Context: an optimization exercise on an open-source flow, tuned for small area and a short achievable clock period. The choices shown serve that exercise and are no tape-out recipe.
In this exercise RTL edits were held to simulation tests only and were not proved equivalent to the original.
Power figures rest on the tool's default switching activity, not on a simulated workload.

Setup of build 83:
Design sysarray_flat, start of the top module:
module sysarray_flat (
    input  wire         clk,
    input  wire         rst,
    input  wire         clr,
    input  wire [23:0]  a_left,
    input  wire [23:0]  b_top,
    output wire [161:0] acc_out
);
Size in the first run: about 2800 cells after synthesis, about 0.028 sq mm of cells after synthesis.
Settings: LEC_CHECK=0, CAP_MARGIN=20, CORE_MARGIN=2, CORE_UTILIZATION=40, SETUP_SLACK_MARGIN=1.5, SLEW_MARGIN=20, SYNTH_HIERARCHICAL=1, SYNTH_MINIMUM_KEEP_SIZE=0; clock period 5.0 ns.
run.sh (not shown) runs the stock make flow with config.mk's settings and CLKGATE_MAP_FILE= SYNTH_SCRIPT=/design/flow/synth_recipe.tcl, a recipe that flattens the netlist after the stock synthesis.
The inputs of build 63 differ from those of build 83 as listed below.
# build 83
export LEC_CHECK = 0
export CAP_MARGIN = 20
export CORE_MARGIN = 2
export CORE_UTILIZATION = 40
export SETUP_SLACK_MARGIN = 1.5
export SLEW_MARGIN = 20
export SYNTH_HIERARCHICAL = 1
export SYNTH_MINIMUM_KEEP_SIZE = 0
create_clock -name core_clock -period 5.0 [get_ports {clk}]
# build 63
export LEC_CHECK = 0
export CAP_MARGIN = 20
export CORE_MARGIN = 2
export CORE_UTILIZATION = 40
export SETUP_SLACK_MARGIN = 1.0
export SLEW_MARGIN = 20
export SYNTH_HIERARCHICAL = 1
export SYNTH_MINIMUM_KEEP_SIZE = 0
create_clock -name core_clock -period 5.0 [get_ports {clk}]
==> comparison <==
- Build 63 vs build 83, final worst-path setup slack went down by 130 ps.
- Build 83 -> build 63: count of vias placed by the detailed router decreased by a few percent
- On build 63: met3 demand-to-capacity share in global routing is 1.0 points higher than what build 83 gave.
- Build 63 against build 83; power is down by more than 10%.
- [compare] base=build 83 new=build 63: met1 layer wirelength in the final routing lower, combinational logic power now smaller, pin slew with the least headroom to its limit up 35 ps.
- Build 63 reports its worst-path cell with the longest stage delay as sky130_fd_sc_hd__fa_2 while build 83 reports sky130_fd_sc_hd__fa_1.
- The final reports for build 63 and build 83 show clock share of power higher in the former.
- Lower global-route usage was reported by build 63, not build 83.
- Of build 83 and build 63, the run reporting the lower minimum clock period after layout was build 83.
- Cmp build 83 and build 63 / layout overhead on the synthesized area / lower: build 63
For build 96, these inputs were changed with respect to build 63:
# build 63
export LEC_CHECK = 0
export CAP_MARGIN = 20
export CORE_MARGIN = 2
export CORE_UTILIZATION = 40
export SETUP_SLACK_MARGIN = 1.0
export SLEW_MARGIN = 20
export SYNTH_HIERARCHICAL = 1
export SYNTH_MINIMUM_KEEP_SIZE = 0
create_clock -name core_clock -period 5.0 [get_ports {clk}]
# build 96
export LEC_CHECK = 0
export CAP_MARGIN = 20
export CORE_MARGIN = 2
export CORE_UTILIZATION = 40
export SETUP_SLACK_MARGIN = 2.0
export SLEW_MARGIN = 20
export SYNTH_HIERARCHICAL = 1
export SYNTH_MINIMUM_KEEP_SIZE = 0
create_clock -name core_clock -period 5.0 [get_ports {clk}]
- Headroom to the max-slew limit on build 96 is ahead of build 63.
- | total of fill cells in the finished design | higher: build 63 |
- Delta (build 96 minus build 63): placement-stage worst setup slack higher, instance count on the critical path went down by 1.
- Build 96: share of power burned in combinational logic is 2.2 points higher than what build 63 reported.
- Against build 63, number of placed instances with taps included in build 96 fell slightly.
- Compared with build 63, build 96 instantiates a larger number of cells.
## Diff of input files: build 72 against build 96
# build 96
export LEC_CHECK = 0
export CAP_MARGIN = 20
export CORE_MARGIN = 2
export CORE_UTILIZATION = 40
export SETUP_SLACK_MARGIN = 2.0
export SLEW_MARGIN = 20
export SYNTH_HIERARCHICAL = 1
export SYNTH_MINIMUM_KEEP_SIZE = 0
create_clock -name core_clock -period 5.0 [get_ports {clk}]
# build 72
export LEC_CHECK = 0
export CAP_MARGIN = 20
export CORE_MARGIN = 2
export CORE_UTILIZATION = 40
export SLEW_MARGIN = 20
export SYNTH_HIERARCHICAL = 1
export SYNTH_MINIMUM_KEEP_SIZE = 0
create_clock -name core_clock -period 5.0 [get_ports {clk}]
[summary]
Summary of build 72 over build 96: clock-buffer cell count shows an increase of 4, switching share of total power shows an increase of 0.60 points, count of antenna diodes in the layout shows a reduction of 3.
Build 72 against build 96; power is down by more than 10%.
In the tables for build 72 and build 96, hold slack reads lower with build 96.
Build 72 reports a higher sequential share of layout area than build 96 does.
The area of all placed cells without fillers number comes out higher for build 96 vs build 72.


sysarray_flat, a different RTL version from the one above (not shown whole).
Size in the first run: about 2700 cells after synthesis, roughly 260 flip-flops, roughly 27000 µm² of cells after synthesis.
==> flow/config.mk <==
export PLATFORM = sky130hd
export DESIGN_NAME = sysarray_flat
export DESIGN_NICKNAME = sysarray_flat
export VERILOG_FILES = /design/flow/design.v
export SDC_FILE = /design/flow/constraint.sdc
export NUM_CORES = 4
export LEC_CHECK = 0
export CAP_MARGIN = 20
export CORE_MARGIN = 2
export CORE_UTILIZATION = 40
export CTS_BUF_LIST = sky130_fd_sc_hd__clkbuf_4 sky130_fd_sc_hd__clkbuf_8
export CTS_CLUSTER_DIAMETER = 60
export CTS_CLUSTER_SIZE = 16
export SETUP_SLACK_MARGIN = 1.0
export SLEW_MARGIN = 20
export SYNTH_HIERARCHICAL = 1
export SYNTH_MINIMUM_KEEP_SIZE = 0
==> flow/constraint.sdc <==
create_clock -name core_clock -period 5.0 [get_ports {clk}]
set_input_delay 1.0000 -clock core_clock [delete_from_list [all_inputs] [get_ports {clk}]]
set_output_delay 1.0000 -clock core_clock [all_outputs]
set_load 0.01 [all_outputs]
standard.sh (not shown) runs the stock make flow with config.mk's settings and CLKGATE_MAP_FILE= SYNTH_SCRIPT=/design/flow/synth_recipe.tcl, a recipe that flattens the netlist after the stock synthesis.
==> flow/flow/run.sh <==
#!/bin/bash
set -euo pipefail
export BUFFER_PORTS_ARGS="-buffer_cell sky130_fd_sc_hd__buf_1"
export PRE_RESIZE_TCL="$PWD/flow/pre_resize.tcl"
bash standard.sh > standard.log 2>&1
==> flow/flow/pre_resize.tcl <==
# Input-port buffers (named input* by buffer_ports) to buf_4.
set n 0
foreach inst [get_cells input*] {
  if { [get_property $inst ref_name] == "sky130_fd_sc_hd__buf_1" } {
    replace_cell $inst sky130_fd_sc_hd__buf_4
    incr n
  }
}
puts "pre_resize: $n input buffers made sky130_fd_sc_hd__buf_4"
Edit:
--- a/flow/config.mk
+++ b/flow/config.mk
@@ -12,3 +12 @@
-export CTS_CLUSTER_DIAMETER = 60
-export CTS_CLUSTER_SIZE = 16
-export SETUP_SLACK_MARGIN = 1.0
+export SETUP_SLACK_MARGIN = 1.1
=> Non-clock buffer count decreases by 2. Utilization increases by 0.90 points. Worst hold slack gains 0.028 ns.


## nickel
Another version of the RTL of sysarray_flat (not shown whole).
Size: roughly 2,500 cells after synthesis, about 210 I/O pins.
==> flow/config.mk <==
export PLATFORM = sky130hd
export DESIGN_NAME = sysarray_flat
export DESIGN_NICKNAME = sysarray_flat
export VERILOG_FILES = /design/flow/design.v
export SDC_FILE = /design/flow/constraint.sdc
export NUM_CORES = 4
export LEC_CHECK = 0
export CAP_MARGIN = 20
export CORE_MARGIN = 2
export CORE_UTILIZATION = 40
export CTS_BUF_LIST = sky130_fd_sc_hd__clkbuf_2 sky130_fd_sc_hd__clkbuf_4 sky130_fd_sc_hd__clkbuf_8
export SETUP_SLACK_MARGIN = 1.0
export SLEW_MARGIN = 20
export SYNTH_HIERARCHICAL = 1
export SYNTH_MINIMUM_KEEP_SIZE = 0
==> flow/constraint.sdc <==
create_clock -name core_clock -period 5.0 [get_ports {clk}]
set_input_delay 1.0000 -clock core_clock [delete_from_list [all_inputs] [get_ports {clk}]]
set_output_delay 1.0000 -clock core_clock [all_outputs]
set_load 0.01 [all_outputs]
==> flow/flow/run.sh <==
#!/bin/bash
# The standard layout, with every port buffered by the smallest buffer
# (sky130_fd_sc_hd__buf_1) rather than the cell buffer_ports picks by itself;
# repair_design and repair_timing resize them afterwards where needed.
set -euo pipefail
export BUFFER_PORTS_ARGS="-buffer_cell sky130_fd_sc_hd__buf_1"
bash standard.sh > standard.log 2>&1
For lagoon, these inputs were changed with respect to nickel:
- removing CTS_BUF_LIST (formerly sky130_fd_sc_hd__clkbuf_2 sky130_fd_sc_hd__clkbuf_4 sky130_fd_sc_hd__clkbuf_8)
==> flow/run.sh (new file) <==
#!/bin/bash
# synth_recipe.tcl (not shown) runs the flow's synth.tcl, then flattens the netlist and writes it again
# the make line also repeats each setting of config.mk as NAME=value (left out here)
make -C /OpenROAD-flow-scripts/flow DESIGN_CONFIG=/design/flow/config.mk WORK_HOME=/design/flow/orfs CLKGATE_MAP_FILE= SYNTH_SCRIPT=/design/flow/synth_recipe.tcl finish
removed: flow/flow/run.sh
removed: flow/standard.sh
Findings:
Every stage of the flow completed for lagoon, and the final layout passed the timing, design-rule and antenna checks.
Against nickel, lagoon reports a logic depth of the worst path, buffers included that is higher.
Looking at source of the critical timing path, the a_left[16] result is from nickel; the b_top[14] one comes from lagoon.
Proportion of power drawn by the clock network: lagoon vs nickel down 2.4 points
Diff nickel -> lagoon | internal power of the cells | up by more than 10%
nickel tops out at a higher clock frequency than lagoon.
Inputs modified between lagoon and quartz:
- changing SLEW_MARGIN from 20 to 0
- changing CAP_MARGIN from 20 to 0
==> flow/flow/run.sh (new file) <==
#!/bin/bash
# The standard layout, with every port buffered by the smallest buffer
# (sky130_fd_sc_hd__buf_1) rather than the cell buffer_ports picks by itself;
# repair_design and repair_timing resize them afterwards where needed.
set -euo pipefail
export BUFFER_PORTS_ARGS="-buffer_cell sky130_fd_sc_hd__buf_1"
bash standard.sh > standard.log 2>&1
==> flow/standard.sh (new file) <==
#!/bin/bash
# synth_recipe.tcl (not shown) runs the flow's synth.tcl, then flattens the netlist and writes it again
# the make line also repeats each setting of config.mk as NAME=value (left out here)
make -C /OpenROAD-flow-scripts/flow DESIGN_CONFIG=/design/flow/config.mk WORK_HOME=/design/flow/orfs CLKGATE_MAP_FILE= SYNTH_SCRIPT=/design/flow/synth_recipe.tcl "${@:-finish}"
removed: flow/run.sh
==> comparison <==
The lower clock tree cell share of total cell area came out of lagoon.
Changes observed in quartz relative to lagoon: remaining global-route overflow has remained practically unchanged; final non-filler cell area has decreased; worst path setup slack after routing has increased; count of filler cells inserted in the layout has increased.
quartz ends up with lower cell-internal power than lagoon does.
lagoon → quartz: count of clock-buffer cells in the layout dropped 1, clock network fraction of design power went up, hold slack went down by 0.010 ns.
Input-level comparison between garnet and quartz:
- CAP_MARGIN now 20, was 0
- SLEW_MARGIN now 20, was 0
- CTS_BUF_LIST now sky130_fd_sc_hd__clkbuf_4 sky130_fd_sc_hd__clkbuf_8, previously not set
## What came out
Going from quartz to garnet, worst hold slack went up; clock network latency to the later pin of the worst-skew pair went up 0.11 ns; portion of the layout cell area used by non-clock buffers moved down; count of clock-buffer cells in the layout moved up.
Layout cell share with drive strength beyond 1: lower on garnet
On global-route usage, garnet and quartz are neck and neck.
Having completed the whole flow, garnet delivered a layout that passed the timing, design-rule and antenna checks.
Setup slack: garnet more than quartz
Against quartz, garnet comes in 0.00081 W lower on total power.

[port drivers added, routing unchanged]
How much do the figures lean on ideal ports? The routed layouts below were timed once more, with nothing changed but the port constraints.
Step 1: set_driving_cell puts a clkbuf_16 on clk and a buf_2 on each other input, an assumption about the parent block.
Step 2 also shifts input and output timing later by t, the mid clock arrival at the registers, as if the neighbouring blocks saw the same clock.
Slacks: ideal / step 1 / step 2; pairs: ideal / step 1.
| run | shift t [ns] | slack for setup (ns) | hold WS [ns] | cell pins on the clock port's net |
|---|---|---|---|---|
| build 83 | 0.620 | 1.052 / 1.078 / 0.458 | 0.527 / 0.527 / 0.527 | 1 |
| build 63 | 0.602 | 0.918 / 0.964 / 0.362 | 0.534 / 0.534 / 0.534 | 1 |
| build 96 | 0.607 | 1.040 / 1.035 / 0.428 | 0.525 / 0.525 / 0.525 | 1 |
| build 72 | 0.617 | 0.255 / 0.304 / -0.314 | 0.574 / 0.574 / 0.574 | 1 |
| the first run of note 2 | 0.656 | 1.143 / 1.159 / 0.503 | 0.528 / 0.528 / 0.528 | 1 |
| the second run of note 2 | 0.695 | 1.287 / 1.303 / 0.625 | 0.556 / 0.556 / 0.556 | 1 |
| nickel | 0.709 | 0.978 / 0.983 / 0.274 | 0.532 / 0.532 / 0.532 | 1 |
| lagoon | 0.601 | 0.808 / 0.842 / 0.241 | 0.533 / 0.533 / 0.533 | 1 |
| quartz | 0.617 | 0.899 / 0.905 / 0.288 | 0.523 / 0.523 / 0.523 | 1 |
| garnet | 0.709 | 0.978 / 0.983 / 0.274 | 0.532 / 0.532 / 0.532 | 1 |
With both steps, setup timing fails in build 72, where it was met with ideal ports.
